From an optimization exercise on the open Yosys and OpenROAD flow, aimed at small area and a short achievable clock period; shortcuts taken in it are not production practice. At most, simulation tests tie the RTL to the original design; equivalence was not proved. Power and IR drop assume default switching activity.

==> run a <==
// final_top
module final_top (
    input clk,
    input rst,  
    input [31:0] instruction,
    input [15:0] data_in,  
    output [15:0] data_out,  
    output [15:0] addr,  
    output we,  
    output [15:0] out_reg,  
    output zero,
    output carry
);
Settings: LEC_CHECK=0, CAP_MARGIN=20, CORE_MARGIN=2, CORE_UTILIZATION=60, CTS_CLUSTER_DIAMETER=90, CTS_CLUSTER_SIZE=24, SETUP_SLACK_MARGIN=2.5, SLEW_MARGIN=20; clock period 4.5 ns.
run.sh (not shown) runs the stock make flow with config.mk's settings and CLKGATE_MAP_FILE= SYNTH_SCRIPT=/design/flow/synth_recipe.tcl, a recipe that flattens the netlist after the stock synthesis.
==> inputs of run b, as changes to run a <==
--- a/flow/design.v
+++ b/flow/design.v
@@ -54,17 +54,16 @@
     input is_subc,
     input is_subi,
     input is_and,
     input is_or,
     input is_xor,
     input is_shr,  
     input is_sra,
     input is_shl,
-    input is_none,  
     output [15:0] x,
     output [15:0] cm,
     output carry_out,
     output zero
 );
     wire cin = (is_addc & carry_in) | (is_subc & ~carry_in) | is_subi;
     wire [15:0] p = operand1 ^ operand2;
     wire [15:0] g = operand1 & operand2;
@@ -112,29 +111,17 @@
                        ({16{is_xor}} & p) |
                        ({16{shr_small}} & s4) |
                        ({16{shl_small}} & rev(s4)) |
                        {16{shr_fill}};
     assign x = r_na | ({16{is_arith}} & p);
     assign cm = {16{is_arith}} & {c[14:0], cin};
     wire sum_zero = &(p ~^ {k[14:0], cin});
     wire arith_zero = sum_zero & ~(is_addc & k[15]) & ~(is_subc & ~k[15]);
-    wire [15:0] keep;
-    generate
-        for (i = 0; i < 16; i = i + 1) begin : kp
-            assign keep[i] = (operand2[3:0] <= i);
-        end
-    endgenerate
-    wire shift_zero = big ? ~fill : ~(|(s0 & keep));
-    assign zero = (is_arith & arith_zero) |
-                  (is_and & ~(|g)) |
-                  (is_or & ~(|k)) |
-                  (is_xor & ~(|p)) |
-                  ((is_shr | is_shl) & shift_zero) |
-                  is_none;
+    assign zero = is_arith ? arith_zero : ~(|r_na);
 endmodule
 module final_top (
     input clk,
     input rst,  
     input [31:0] instruction,
     input [15:0] data_in,  
     output [15:0] data_out,  
     output [15:0] addr,  
@@ -148,22 +135,22 @@
     wire carry_d2, zero_d2;
     reg [3:0] opcode_d1, destReg_d1;
     reg [15:0] imm_d1;
     reg [15:0] sel1_d1, sel2_d1;
     reg fwd1_d1, fwd2_d1, use_imm_d1, inv_d1;
     reg [15:0] op1_d2, op2_d2, addr_d2;
     reg big_d2;  
     reg arith_d2, addc_d2, subc_d2, subi_d2, and_d2, or_d2, xor_d2;
-    reg shr_d2, sra_d2, shl_d2, some_d2, load_d2, store_d2, rf_we_d2;  
+    reg shr_d2, sra_d2, shl_d2, load_d2, store_d2, rf_we_d2;
     reg [3:0] destReg_d2;
     reg [15:0] x_d3, cm_d3;
     reg load_d3, rf_we_d3, carry_d3, zero_d3;
     reg [3:0] destReg_d3;
-    wire [15:0] wdata_d3 = x_d3 ^ (cm_d3 & {16{~load_d3}});
+    wire [15:0] wdata_d3 = x_d3 ^ cm_d3;
     instruction_decoder id (
         .instruction (instruction),
         .opcode (opcode),
         .reg1 (reg1),
         .reg2 (reg2),
         .destReg (destReg),
         .immediate (immediate)
     );
@@ -202,17 +189,16 @@
         .is_subc(subc_d2),
         .is_subi(subi_d2),
         .is_and(and_d2),
         .is_or(or_d2),
         .is_xor(xor_d2),
         .is_shr(shr_d2),
         .is_sra(sra_d2),
         .is_shl(shl_d2),
-        .is_none(~some_d2),
         .x(alu_x),
         .cm(alu_cm),
         .carry_out(carry_d2),
         .zero(zero_d2)
     );
     always @(posedge clk or posedge rst) begin
         if (rst) begin
             opcode_d1 <= 4'b0;
@@ -223,17 +209,16 @@
             subc_d2 <= 1'b0;
             subi_d2 <= 1'b0;
             and_d2 <= 1'b0;
             or_d2 <= 1'b0;
             xor_d2 <= 1'b0;
             shr_d2 <= 1'b0;
             sra_d2 <= 1'b0;
             shl_d2 <= 1'b0;
-            some_d2 <= 1'b0;
             load_d2 <= 1'b0;
             store_d2 <= 1'b0;
             rf_we_d2 <= 1'b0;
             x_d3 <= 16'b0;
             cm_d3 <= 16'b0;
             load_d3 <= 1'b0;
             rf_we_d3 <= 1'b0;
             carry_d3 <= 1'b0;
@@ -248,22 +233,21 @@
             subc_d2 <= (opcode_d1 == 4'b0100);
             subi_d2 <= (opcode_d1 == 4'b1100);
             and_d2 <= (opcode_d1 == 4'b0101) || (opcode_d1 == 4'b1101);
             or_d2 <= (opcode_d1 == 4'b0110) || (opcode_d1 == 4'b1110);
             xor_d2 <= (opcode_d1 == 4'b0111) || (opcode_d1 == 4'b1111);
             shr_d2 <= (opcode_d1 == 4'b1001) || (opcode_d1 == 4'b1010);
             sra_d2 <= (opcode_d1 == 4'b1010);
             shl_d2 <= (opcode_d1 == 4'b1000);
-            some_d2 <= (opcode_d1 != 4'b0000) && (opcode_d1 != 4'b0001) && (opcode_d1 != 4'b0010);
             load_d2 <= (opcode_d1 == 4'b0010);
             store_d2 <= (opcode_d1 == 4'b0001);
             rf_we_d2 <= (opcode_d1 != 4'b0000) && (opcode_d1 != 4'b0001);
             x_d3 <= alu_x | (data_in & {16{load_d2}});  
-            cm_d3 <= alu_cm | (data_in & {16{load_d2}});
+            cm_d3 <= alu_cm;
             load_d3 <= load_d2;
             rf_we_d3 <= rf_we_d2;
             carry_d3 <= carry_d2;
             zero_d3 <= zero_d2;
         end
     end
     always @(posedge clk) begin
         destReg_d1 <= destReg;
@@ -277,12 +261,12 @@
         destReg_d3 <= destReg_d2;
         op1_d2 <= a_d1;
         op2_d2 <= b_d1 ^ {16{inv_d1}};
         big_d2 <= |b_d1[15:4];
     end
     assign addr = addr_d2;
     assign we = store_d2;
     assign data_out = op1_d2 & {16{store_d2}};
-    assign out_reg = x_d3 ^ cm_d3;
+    assign out_reg = load_d3 ? 16'b0 : wdata_d3;
     assign carry = carry_d3;
     assign zero = zero_d3;
 endmodule
==> flow/config.mk (replaced) <==
export PLATFORM = sky130hd
export DESIGN_NAME = final_top
export DESIGN_NICKNAME = final_top
export VERILOG_FILES = /design/flow/design.v
export SDC_FILE = /design/flow/constraint.sdc
export NUM_CORES = 4
export LEC_CHECK = 0
export CAP_MARGIN = 20
export CORE_MARGIN = 2
export CORE_UTILIZATION = 40
export SETUP_SLACK_MARGIN = 2.0
export SLEW_MARGIN = 20
==> impl_metrics.csv <==
group,metric,value,unit
floorplanning,coreArea,31390,um2
setup_path,cpMaxStageDelayCell,"a2111oi_1",
routing,highest_layer,"met4",
clock_tree,cts_buffers,22,
status,status,"no timing/DRC/antenna violations",
cells_and_area,final_util,0.7440,
power,p_total,10840,uW
cells_and_area,postLayoutCellArea,23350,um2
cells_and_area,n_all_inverters,48,
[end of results for run a]
==> impl_metrics.csv <==
group,metric,value,unit
status,status,"no timing/DRC/antenna violations",
power,p_total,11800,uW
routing,wl_met3,8348,um
cells_and_area,final_util,0.4936,
cells_and_area,postLayoutCellArea,22980,um2
placed_design,gp_congestion,0.9859,
setup_path,cpMaxStageDelayCell,"a221o_1",
clock_tree,cts_buffers,44,
[end of results for run b]
No functional check of the RTL was part of run b.

---

==> v15 <==
==> flow/design.v <==
module instruction_decoder (
    input [31:0] instruction,
    output [3:0] opcode,
    output [3:0] reg1,
    output [3:0] reg2,
    output [3:0] destReg,
    output [15:0] immediate
);
    assign opcode = instruction[31:28];
    assign reg1 = instruction[27:24];
    assign reg2 = instruction[23:20];
    assign destReg = instruction[19:16];
    assign immediate = instruction[15:0];
endmodule
module reg_file (
    input clk,
    input rst,  
    input [15:0] read_sel1,
    input [15:0] read_sel2,
    input [3:0] write_reg,
    input [15:0] write_data,
    input write_enable,
    output reg [15:0] read_data1,
    output reg [15:0] read_data2
);
    reg [15:0] regs [0:15];
    wire [15:0] wd = rst ? 16'b0 : write_data;
    genvar g;
    generate
        for (g = 0; g < 16; g = g + 1) begin : r
            always @(posedge clk) begin
                if (rst || (write_enable && write_reg == g))
                    regs[g] <= wd;
            end
        end
    endgenerate
    integer i;
    always @(*) begin
        read_data1 = 16'b0;
        read_data2 = 16'b0;
        for (i = 0; i < 16; i = i + 1) begin
            read_data1 = read_data1 | (regs[i] & {16{read_sel1[i]}});
            read_data2 = read_data2 | (regs[i] & {16{read_sel2[i]}});
        end
    end
endmodule
module alu (
    input [15:0] operand1,
    input [15:0] operand2,
    input carry_in,
    input [3:0] opcode,
    output [15:0] x,
    output [15:0] cm,
    output carry_out,
    output zero
);
    wire is_addc = (opcode == 4'b0011);
    wire is_subc = (opcode == 4'b0100);
    wire is_arith = is_addc | is_subc | (opcode == 4'b1011) | (opcode == 4'b1100);
    wire is_shl = (opcode == 4'b1000);
    wire is_shr = (opcode == 4'b1001) | (opcode == 4'b1010);
    wire is_and = (opcode[2:0] == 3'b101);
    wire is_or = (opcode[2:0] == 3'b110);
    wire is_xor = (opcode[2:0] == 3'b111);
    wire cin = (is_addc & carry_in) | (is_subc & ~carry_in) | (opcode == 4'b1100);
    wire [15:0] p = operand1 ^ operand2;
    wire [15:0] g = operand1 & operand2;
    wire [15:0] k = operand1 | operand2;
    wire [15:0] gk [0:4];
    wire [15:0] pk [0:4];
    assign gk[0] = g;
    assign pk[0] = p;
    genvar i, l;
    generate
        for (l = 0; l < 4; l = l + 1) begin : lvl
            for (i = 0; i < 16; i = i + 1) begin : b
                if (i >= (1 << l)) begin : pg
                    assign gk[l+1][i] = gk[l][i] | (pk[l][i] & gk[l][i - (1 << l)]);
                    assign pk[l+1][i] = pk[l][i] & pk[l][i - (1 << l)];
                end else begin : pass
                    assign gk[l+1][i] = gk[l][i];
                    assign pk[l+1][i] = pk[l][i];
                end
            end
        end
    endgenerate
    wire [15:0] c = gk[4] | (pk[4] & {16{cin}});
    wire c16 = c[15];
    assign carry_out = (is_addc & c16) | (is_subc & ~c16);
    function [15:0] rev;
        input [15:0] v;
        integer j;
        begin
            for (j = 0; j < 16; j = j + 1)
                rev[j] = v[15 - j];
        end
    endfunction
    wire fill = (opcode == 4'b1010) & operand1[15];
    wire [15:0] s0 = is_shl ? rev(operand1) : operand1;
    wire [15:0] s1 = operand2[0] ? {fill, s0[15:1]} : s0;
    wire [15:0] s2 = operand2[1] ? {{2{fill}}, s1[15:2]} : s1;
    wire [15:0] s3 = operand2[2] ? {{4{fill}}, s2[15:4]} : s2;
    wire [15:0] s4 = operand2[3] ? {{8{fill}}, s3[15:8]} : s3;
    wire big = |operand2[15:4];
    wire [15:0] sh = big ? {16{fill}} : s4;
    wire [15:0] r_na = ({16{is_and}} & g) |
                       ({16{is_or}} & k) |
                       ({16{is_xor}} & p) |
                       ({16{is_shr}} & sh) |
                       ({16{is_shl}} & rev(sh));
    assign x = r_na | ({16{is_arith}} & p);
    assign cm = {16{is_arith}} & {c[14:0], cin};
    wire sum_zero = &(p ~^ {k[14:0], cin});
    wire arith_zero = sum_zero & ~(is_addc & k[15]) & ~(is_subc & ~k[15]);
    assign zero = is_arith ? arith_zero : ~(|r_na);
endmodule
module final_top (
    input clk,
    input rst,  
    input [31:0] instruction,
    input [15:0] data_in,  
    output [15:0] data_out,  
    output [15:0] addr,  
    output we,  
    output [15:0] out_reg,  
    output zero,
    output carry
);
    wire [3:0] opcode, reg1, reg2, destReg;
    wire [15:0] immediate, reg_data1, reg_data2, alu_x, alu_cm;
    wire carry_d2, zero_d2;
    reg [3:0] opcode_d1, destReg_d1;
    reg [15:0] imm_d1;
    reg [15:0] sel1_d1, sel2_d1;
    reg fwd1_d1, fwd2_d1, use_imm_d1, inv_d1;
    reg [3:0] opcode_d2, destReg_d2;
    reg [15:0] op1_d2, op2_d2, addr_d2;
    reg [15:0] x_d3, cm_d3;
    reg load_d3, rf_we_d3, carry_d3, zero_d3;
    reg [3:0] destReg_d3;
    wire [15:0] wdata_d3 = x_d3 ^ cm_d3;
    instruction_decoder id (
        .instruction (instruction),
        .opcode (opcode),
        .reg1 (reg1),
        .reg2 (reg2),
        .destReg (destReg),
        .immediate (immediate)
    );
    wire rf_we_d2 = (opcode_d2 != 4'b0000) && (opcode_d2 != 4'b0001);
    wire use_imm = (opcode == 4'b1011) || (opcode == 4'b1100) || (opcode == 4'b1101) ||
                   (opcode == 4'b1110) || (opcode == 4'b1111);
    wire fwd1 = rf_we_d2 && (reg1 == destReg_d2);
    wire fwd2 = rf_we_d2 && (reg2 == destReg_d2);
    wire [15:0] sel1, sel2;
    genvar k;
    generate
        for (k = 0; k < 16; k = k + 1) begin : dec
            assign sel1[k] = (reg1 == k) && !fwd1;
            assign sel2[k] = (reg2 == k) && !fwd2;
        end
    endgenerate
    reg_file rf (
        .clk(clk),
        .rst(rst),
        .read_sel1(sel1_d1),
        .read_sel2(sel2_d1),
        .write_reg(destReg_d3),
        .write_data(wdata_d3),
        .write_enable(rf_we_d3),
        .read_data1(reg_data1),
        .read_data2(reg_data2)
    );
    alu alu_unit (
        .operand1(op1_d2),
        .operand2(op2_d2),
        .carry_in(carry_d3),
        .opcode(opcode_d2),
        .x(alu_x),
        .cm(alu_cm),
        .carry_out(carry_d2),
        .zero(zero_d2)
    );
    wire is_load_d2 = (opcode_d2 == 4'b0010);
    always @(posedge clk or posedge rst) begin
        if (rst) begin
            opcode_d1 <= 4'b0;
            imm_d1 <= 16'b0;
            opcode_d2 <= 4'b0;
            addr_d2 <= 16'b0;
            x_d3 <= 16'b0;
            cm_d3 <= 16'b0;
            load_d3 <= 1'b0;
            rf_we_d3 <= 1'b0;
            carry_d3 <= 1'b0;
            zero_d3 <= 1'b0;
        end else begin
            opcode_d1 <= opcode;
            imm_d1 <= immediate;
            opcode_d2 <= opcode_d1;
            addr_d2 <= imm_d1;
            x_d3 <= alu_x | (data_in & {16{is_load_d2}});  
            cm_d3 <= alu_cm;
            load_d3 <= is_load_d2;
            rf_we_d3 <= rf_we_d2;
            carry_d3 <= carry_d2;
            zero_d3 <= zero_d2;
        end
    end
    always @(posedge clk) begin
        destReg_d1 <= destReg;
        sel1_d1 <= sel1;
        sel2_d1 <= use_imm ? 16'b0 : sel2;
        fwd1_d1 <= fwd1;
        fwd2_d1 <= fwd2 && !use_imm;
        use_imm_d1 <= use_imm;
        inv_d1 <= (opcode == 4'b0100) || (opcode == 4'b1100);
        destReg_d2 <= destReg_d1;
        destReg_d3 <= destReg_d2;
        op1_d2 <= reg_data1 | (wdata_d3 & {16{fwd1_d1}});
        op2_d2 <= (reg_data2 | (wdata_d3 & {16{fwd2_d1}}) | (imm_d1 & {16{use_imm_d1}})) ^ {16{inv_d1}};
    end
    assign addr = addr_d2;
    assign we = (opcode_d2 == 4'b0001);
    assign data_out = we ? op1_d2 : 16'b0;
    assign out_reg = load_d3 ? 16'b0 : wdata_d3;
    assign carry = carry_d3;
    assign zero = zero_d3;
endmodule
==> flow/run.sh <==
#!/bin/bash
# synth_recipe.tcl (not shown) runs the flow's synth.tcl, then flattens the netlist and writes it again
# the make line also repeats each setting of config.mk as NAME=value (left out here)
make -C /OpenROAD-flow-scripts/flow DESIGN_CONFIG=/design/flow/config.mk WORK_HOME=/design/flow/orfs CLKGATE_MAP_FILE= SYNTH_SCRIPT=/design/flow/synth_recipe.tcl finish
==> flow/config.mk <==
export PLATFORM = sky130hd
export DESIGN_NAME = final_top
export DESIGN_NICKNAME = final_top
export VERILOG_FILES = /design/flow/design.v
export SDC_FILE = /design/flow/constraint.sdc
export NUM_CORES = 4
export LEC_CHECK = 0
export CAP_MARGIN = 20
export CORE_MARGIN = 2
export CORE_UTILIZATION = 40
export SETUP_SLACK_MARGIN = 2.0
export SLEW_MARGIN = 20
==> flow/constraint.sdc <==
create_clock -name core_clock -period 4.5 [get_ports {clk}]
set_input_delay 0.9000 -clock core_clock [delete_from_list [all_inputs] [get_ports {clk}]]
set_output_delay 0.9000 -clock core_clock [all_outputs]
set_load 0.01 [all_outputs]
==> inputs of v27, as changes to v15 <==
--- a/flow/design.v
+++ b/flow/design.v
@@ -49,4 +49,15 @@
     input [15:0] operand2,
+    input big,
     input carry_in,
-    input [3:0] opcode,
+    input is_arith,  
+    input is_addc,
+    input is_subc,
+    input is_subi,
+    input is_and,
+    input is_or,
+    input is_xor,
+    input is_shr,  
+    input is_sra,
+    input is_shl,
+    input is_none,  
     output [15:0] x,
@@ -56,11 +67,3 @@
 );
-    wire is_addc = (opcode == 4'b0011);
-    wire is_subc = (opcode == 4'b0100);
-    wire is_arith = is_addc | is_subc | (opcode == 4'b1011) | (opcode == 4'b1100);
-    wire is_shl = (opcode == 4'b1000);
-    wire is_shr = (opcode == 4'b1001) | (opcode == 4'b1010);
-    wire is_and = (opcode[2:0] == 3'b101);
-    wire is_or = (opcode[2:0] == 3'b110);
-    wire is_xor = (opcode[2:0] == 3'b111);
-    wire cin = (is_addc & carry_in) | (is_subc & ~carry_in) | (opcode == 4'b1100);
+    wire cin = (is_addc & carry_in) | (is_subc & ~carry_in) | is_subi;
     wire [15:0] p = operand1 ^ operand2;
@@ -97,3 +100,3 @@
     endfunction
-    wire fill = (opcode == 4'b1010) & operand1[15];
+    wire fill = is_sra & operand1[15];
     wire [15:0] s0 = is_shl ? rev(operand1) : operand1;
@@ -103,4 +106,5 @@
     wire [15:0] s4 = operand2[3] ? {{8{fill}}, s3[15:8]} : s3;
-    wire big = |operand2[15:4];
-    wire [15:0] sh = big ? {16{fill}} : s4;
+    wire shr_small = is_shr & ~big;
+    wire shl_small = is_shl & ~big;
+    wire shr_fill = is_shr & big & fill;
     wire [15:0] r_na = ({16{is_and}} & g) |
@@ -108,4 +112,5 @@
                        ({16{is_xor}} & p) |
-                       ({16{is_shr}} & sh) |
-                       ({16{is_shl}} & rev(sh));
+                       ({16{shr_small}} & s4) |
+                       ({16{shl_small}} & rev(s4)) |
+                       {16{shr_fill}};
     assign x = r_na | ({16{is_arith}} & p);
@@ -114,3 +119,15 @@
     wire arith_zero = sum_zero & ~(is_addc & k[15]) & ~(is_subc & ~k[15]);
-    assign zero = is_arith ? arith_zero : ~(|r_na);
+    wire [15:0] keep;
+    generate
+        for (i = 0; i < 16; i = i + 1) begin : kp
+            assign keep[i] = (operand2[3:0] <= i);
+        end
+    endgenerate
+    wire shift_zero = big ? ~fill : ~(|(s0 & keep));
+    assign zero = (is_arith & arith_zero) |
+                  (is_and & ~(|g)) |
+                  (is_or & ~(|k)) |
+                  (is_xor & ~(|p)) |
+                  ((is_shr | is_shl) & shift_zero) |
+                  is_none;
 endmodule
@@ -135,4 +152,7 @@
     reg fwd1_d1, fwd2_d1, use_imm_d1, inv_d1;
-    reg [3:0] opcode_d2, destReg_d2;
     reg [15:0] op1_d2, op2_d2, addr_d2;
+    reg big_d2;  
+    reg arith_d2, addc_d2, subc_d2, subi_d2, and_d2, or_d2, xor_d2;
+    reg shr_d2, sra_d2, shl_d2, some_d2, load_d2, store_d2, rf_we_d2;  
+    reg [3:0] destReg_d2;
     reg [15:0] x_d3, cm_d3;
@@ -140,3 +160,3 @@
     reg [3:0] destReg_d3;
-    wire [15:0] wdata_d3 = x_d3 ^ cm_d3;
+    wire [15:0] wdata_d3 = x_d3 ^ (cm_d3 & {16{~load_d3}});
     instruction_decoder id (
@@ -149,3 +169,2 @@
     );
-    wire rf_we_d2 = (opcode_d2 != 4'b0000) && (opcode_d2 != 4'b0001);
     wire use_imm = (opcode == 4'b1011) || (opcode == 4'b1100) || (opcode == 4'b1101) ||
@@ -173,2 +192,4 @@
     );
+    wire [15:0] a_d1 = reg_data1 | (wdata_d3 & {16{fwd1_d1}});
+    wire [15:0] b_d1 = reg_data2 | (wdata_d3 & {16{fwd2_d1}}) | (imm_d1 & {16{use_imm_d1}});
     alu alu_unit (
@@ -176,4 +197,15 @@
         .operand2(op2_d2),
+        .big(big_d2),
         .carry_in(carry_d3),
-        .opcode(opcode_d2),
+        .is_arith(arith_d2),
+        .is_addc(addc_d2),
+        .is_subc(subc_d2),
+        .is_subi(subi_d2),
+        .is_and(and_d2),
+        .is_or(or_d2),
+        .is_xor(xor_d2),
+        .is_shr(shr_d2),
+        .is_sra(sra_d2),
+        .is_shl(shl_d2),
+        .is_none(~some_d2),
         .x(alu_x),
@@ -183,3 +215,2 @@
     );
-    wire is_load_d2 = (opcode_d2 == 4'b0010);
     always @(posedge clk or posedge rst) begin
@@ -188,4 +219,17 @@
             imm_d1 <= 16'b0;
-            opcode_d2 <= 4'b0;
             addr_d2 <= 16'b0;
+            arith_d2 <= 1'b0;
+            addc_d2 <= 1'b0;
+            subc_d2 <= 1'b0;
+            subi_d2 <= 1'b0;
+            and_d2 <= 1'b0;
+            or_d2 <= 1'b0;
+            xor_d2 <= 1'b0;
+            shr_d2 <= 1'b0;
+            sra_d2 <= 1'b0;
+            shl_d2 <= 1'b0;
+            some_d2 <= 1'b0;
+            load_d2 <= 1'b0;
+            store_d2 <= 1'b0;
+            rf_we_d2 <= 1'b0;
             x_d3 <= 16'b0;
@@ -199,7 +243,21 @@
             imm_d1 <= immediate;
-            opcode_d2 <= opcode_d1;
             addr_d2 <= imm_d1;
-            x_d3 <= alu_x | (data_in & {16{is_load_d2}});  
-            cm_d3 <= alu_cm;
-            load_d3 <= is_load_d2;
+            arith_d2 <= (opcode_d1 == 4'b0011) || (opcode_d1 == 4'b0100) ||
+                        (opcode_d1 == 4'b1011) || (opcode_d1 == 4'b1100);
+            addc_d2 <= (opcode_d1 == 4'b0011);
+            subc_d2 <= (opcode_d1 == 4'b0100);
+            subi_d2 <= (opcode_d1 == 4'b1100);
+            and_d2 <= (opcode_d1 == 4'b0101) || (opcode_d1 == 4'b1101);
+            or_d2 <= (opcode_d1 == 4'b0110) || (opcode_d1 == 4'b1110);
+            xor_d2 <= (opcode_d1 == 4'b0111) || (opcode_d1 == 4'b1111);
+            shr_d2 <= (opcode_d1 == 4'b1001) || (opcode_d1 == 4'b1010);
+            sra_d2 <= (opcode_d1 == 4'b1010);
+            shl_d2 <= (opcode_d1 == 4'b1000);
+            some_d2 <= (opcode_d1 != 4'b0000) && (opcode_d1 != 4'b0001) && (opcode_d1 != 4'b0010);
+            load_d2 <= (opcode_d1 == 4'b0010);
+            store_d2 <= (opcode_d1 == 4'b0001);
+            rf_we_d2 <= (opcode_d1 != 4'b0000) && (opcode_d1 != 4'b0001);
+            x_d3 <= alu_x | (data_in & {16{load_d2}});  
+            cm_d3 <= alu_cm | (data_in & {16{load_d2}});
+            load_d3 <= load_d2;
             rf_we_d3 <= rf_we_d2;
@@ -219,9 +277,10 @@
         destReg_d3 <= destReg_d2;
-        op1_d2 <= reg_data1 | (wdata_d3 & {16{fwd1_d1}});
-        op2_d2 <= (reg_data2 | (wdata_d3 & {16{fwd2_d1}}) | (imm_d1 & {16{use_imm_d1}})) ^ {16{inv_d1}};
+        op1_d2 <= a_d1;
+        op2_d2 <= b_d1 ^ {16{inv_d1}};
+        big_d2 <= |b_d1[15:4];
     end
     assign addr = addr_d2;
-    assign we = (opcode_d2 == 4'b0001);
-    assign data_out = we ? op1_d2 : 16'b0;
-    assign out_reg = load_d3 ? 16'b0 : wdata_d3;
+    assign we = store_d2;
+    assign data_out = op1_d2 & {16{store_d2}};
+    assign out_reg = x_d3 ^ cm_d3;
     assign carry = carry_d3;
--- a/flow/config.mk
+++ b/flow/config.mk
@@ -9,4 +9,6 @@
 export CORE_MARGIN = 2
-export CORE_UTILIZATION = 40
-export SETUP_SLACK_MARGIN = 2.0
+export CORE_UTILIZATION = 60
+export CTS_CLUSTER_DIAMETER = 90
+export CTS_CLUSTER_SIZE = 24
+export SETUP_SLACK_MARGIN = 2.1
 export SLEW_MARGIN = 20
==> inputs of v1, as changes to v15 <==
--- a/flow/design.v
+++ b/flow/design.v
@@ -26,3 +26,2 @@
     reg [15:0] regs [0:15];
-    wire [15:0] wd = rst ? 16'b0 : write_data;
     genvar g;
@@ -30,5 +29,7 @@
         for (g = 0; g < 16; g = g + 1) begin : r
-            always @(posedge clk) begin
-                if (rst || (write_enable && write_reg == g))
-                    regs[g] <= wd;
+            always @(posedge clk or posedge rst) begin
+                if (rst)
+                    regs[g] <= 16'b0;
+                else if (write_enable && write_reg == g)
+                    regs[g] <= write_data;
             end
@@ -51,6 +52,4 @@
     input [3:0] opcode,
-    output [15:0] x,
-    output [15:0] cm,
-    output carry_out,
-    output zero
+    output [15:0] result,
+    output carry_out
 );
@@ -67,3 +66,2 @@
     wire [15:0] g = operand1 & operand2;
-    wire [15:0] k = operand1 | operand2;
     wire [15:0] gk [0:4];
@@ -87,2 +85,3 @@
     wire [15:0] c = gk[4] | (pk[4] & {16{cin}});
+    wire [15:0] sum = p ^ {c[14:0], cin};
     wire c16 = c[15];
@@ -90,7 +89,7 @@
     function [15:0] rev;
-        input [15:0] v;
-        integer j;
+        input [15:0] x;
+        integer k;
         begin
-            for (j = 0; j < 16; j = j + 1)
-                rev[j] = v[15 - j];
+            for (k = 0; k < 16; k = k + 1)
+                rev[k] = x[15 - k];
         end
@@ -105,12 +104,8 @@
     wire [15:0] sh = big ? {16{fill}} : s4;
-    wire [15:0] r_na = ({16{is_and}} & g) |
-                       ({16{is_or}} & k) |
-                       ({16{is_xor}} & p) |
-                       ({16{is_shr}} & sh) |
-                       ({16{is_shl}} & rev(sh));
-    assign x = r_na | ({16{is_arith}} & p);
-    assign cm = {16{is_arith}} & {c[14:0], cin};
-    wire sum_zero = &(p ~^ {k[14:0], cin});
-    wire arith_zero = sum_zero & ~(is_addc & k[15]) & ~(is_subc & ~k[15]);
-    assign zero = is_arith ? arith_zero : ~(|r_na);
+    assign result = ({16{is_arith}} & sum) |
+                    ({16{is_and}} & g) |
+                    ({16{is_or}} & (p | g)) |
+                    ({16{is_xor}} & p) |
+                    ({16{is_shr}} & sh) |
+                    ({16{is_shl}} & rev(sh));
 endmodule
@@ -129,4 +124,4 @@
     wire [3:0] opcode, reg1, reg2, destReg;
-    wire [15:0] immediate, reg_data1, reg_data2, alu_x, alu_cm;
-    wire carry_d2, zero_d2;
+    wire [15:0] immediate, reg_data1, reg_data2, alu_result;
+    wire carry_d2;
     reg [3:0] opcode_d1, destReg_d1;
@@ -137,6 +132,6 @@
     reg [15:0] op1_d2, op2_d2, addr_d2;
-    reg [15:0] x_d3, cm_d3;
-    reg load_d3, rf_we_d3, carry_d3, zero_d3;
+    reg [15:0] wdata_d3;
+    reg load_d3, rf_we_d3, carry_d3;
+    reg nzen_d3;  
     reg [3:0] destReg_d3;
-    wire [15:0] wdata_d3 = x_d3 ^ cm_d3;
     instruction_decoder id (
@@ -178,6 +173,4 @@
         .opcode(opcode_d2),
-        .x(alu_x),
-        .cm(alu_cm),
-        .carry_out(carry_d2),
-        .zero(zero_d2)
+        .result(alu_result),
+        .carry_out(carry_d2)
     );
@@ -190,4 +183,3 @@
             addr_d2 <= 16'b0;
-            x_d3 <= 16'b0;
-            cm_d3 <= 16'b0;
+            wdata_d3 <= 16'b0;
             load_d3 <= 1'b0;
@@ -195,3 +187,3 @@
             carry_d3 <= 1'b0;
-            zero_d3 <= 1'b0;
+            nzen_d3 <= 1'b0;
         end else begin
@@ -201,4 +193,3 @@
             addr_d2 <= imm_d1;
-            x_d3 <= alu_x | (data_in & {16{is_load_d2}});  
-            cm_d3 <= alu_cm;
+            wdata_d3 <= alu_result | (data_in & {16{is_load_d2}});  
             load_d3 <= is_load_d2;
@@ -206,3 +197,3 @@
             carry_d3 <= carry_d2;
-            zero_d3 <= zero_d2;
+            nzen_d3 <= ~is_load_d2;
         end
@@ -227,3 +218,3 @@
     assign carry = carry_d3;
-    assign zero = zero_d3;
-endmodule
+    assign zero = load_d3 | (nzen_d3 & ~(carry_d3 | (|wdata_d3)));
+endmodule
==> summary.txt <==
| item | v15 | v1 | v27 |
|---|---|---|---|
| Main flop type after synthesis | sky130_fd_sc_hd__edfxtp_1 | sky130_fd_sc_hd__dfrtp_1 | sky130_fd_sc_hd__edfxtp_1 |
| Final critical delay including setup and external delays | 3.22 ns | 3.12 ns | 2.52 ns |
| Number of cells produced by synthesis | 1,475 | 1,700 | 1,569 |
| Via count of the first global-routing pass | 14,600 | 16,100 | 15,000 |
| Largest vdd supply drop | 285 uV | 282 uV | 430 uV |
| Aggregate routed wire length | 71,900 um | 74,600 um | 69,300 um |
| Die extent in y | 219 um | 224 um | 182 um |
| Arrival time at the worst endpoint | 3.70 ns | 2.22 ns | 1.62 ns |
| Met3 usage | 7.29% | 7.71% | 11.3% |
| Post-synthesis share of cell area spent on full adders, half adders and majority gates | 2.28% | 2.17% | 2.21% |
| Clock tree sinks | 412 | 396 | 423 |
| Most common cell in the netlist | sky130_fd_sc_hd__edfxtp_1 | sky130_fd_sc_hd__dfrtp_1 | sky130_fd_sc_hd__edfxtp_1 |
| Number of placed instances, taps included | 2,113 | 2,331 | 1,993 |
| Result of the run | no timing/DRC/antenna violations | no timing/DRC/antenna violations | no timing/DRC/antenna violations |
| Inverters | 41 | 49 | 47 |
| Number of buffers created by CTS | 44 | 43 | 22 |
| Critical path class | flop to flop | flop to primary output | flop to primary output |
| Worst min-delay path endpoint | destReg_d2[3]$_DFF_P_ | destReg_d2[3]$_DFF_P_ | destReg_d2[2]$_DFF_P_ |
| Clock buffer cells | 63 | 58 | 35 |
| Layout sequential cell count | 412 | 396 | 423 |
| Async SR Flop Fraction | 18.4% | 79.8% | 20.3% |
| Clock Power Share | 32.5% | 24.8% | 21.7% |
| Met2 layer wire length in the routed design | 32,700 um | 33,600 um | 31,100 um |
| Clock slew at the register clock pins of the worst setup and hold paths | 0.06 ns | 0.06 ns | 0.09 ns |
| Die width | 219 um | 224 um | 182 um |
| Global Route Usage Sum | 29.8% | 29.7% | 41.6% |
| Final RePlAce weighted congestion | 0.984 | 0.965 | 0.996 |
For v15 and v1, only the layout was checked, not whether the RTL still works.

-- what the ideal ports hide --
The flow's constraints put no driver on any port. The routed layouts listed below were extracted and timed again, unchanged, in two steps. Step 1 assumes that a clkbuf_16 drives the clock port and a buf_2 every other input. Step 2 adds t to the input delays and takes it off the output delays; t is the mean of the earliest and latest rising clock arrival at the registers after step 1. Input paths then give back, and output paths get back, about the clock's delay inside the block. Three values: ideal ports, drivers, drivers and shift; two values: the first two.
| run | t, ns | setup WS [ns] | slew at the worst register clock pin (ns) | worst slew at a driven data input, ns |
|---|---|---|---|---|
| run a | 0.623 | 1.990 / 1.990 / 1.990 | 0.10 / 0.10 | 0.05 |
| run b | 0.627 | 1.728 / 1.728 / 1.572 | 0.07 / 0.07 | 0.05 |
| v15 | 0.631 | 1.283 / 1.283 / 1.283 | 0.07 / 0.07 | 0.05 |
| v27 | 0.614 | 1.983 / 1.932 / 1.595 | 0.10 / 0.10 | 0.07 |
| v1 | 0.637 | 1.377 / 1.317 / 1.539 | 0.06 / 0.06 | 0.04 |
After both steps setup and hold are still met in every run listed. The setup slack of v27, which loses most, moves by -0.051 ns with the drivers and by -0.388 ns with both steps.
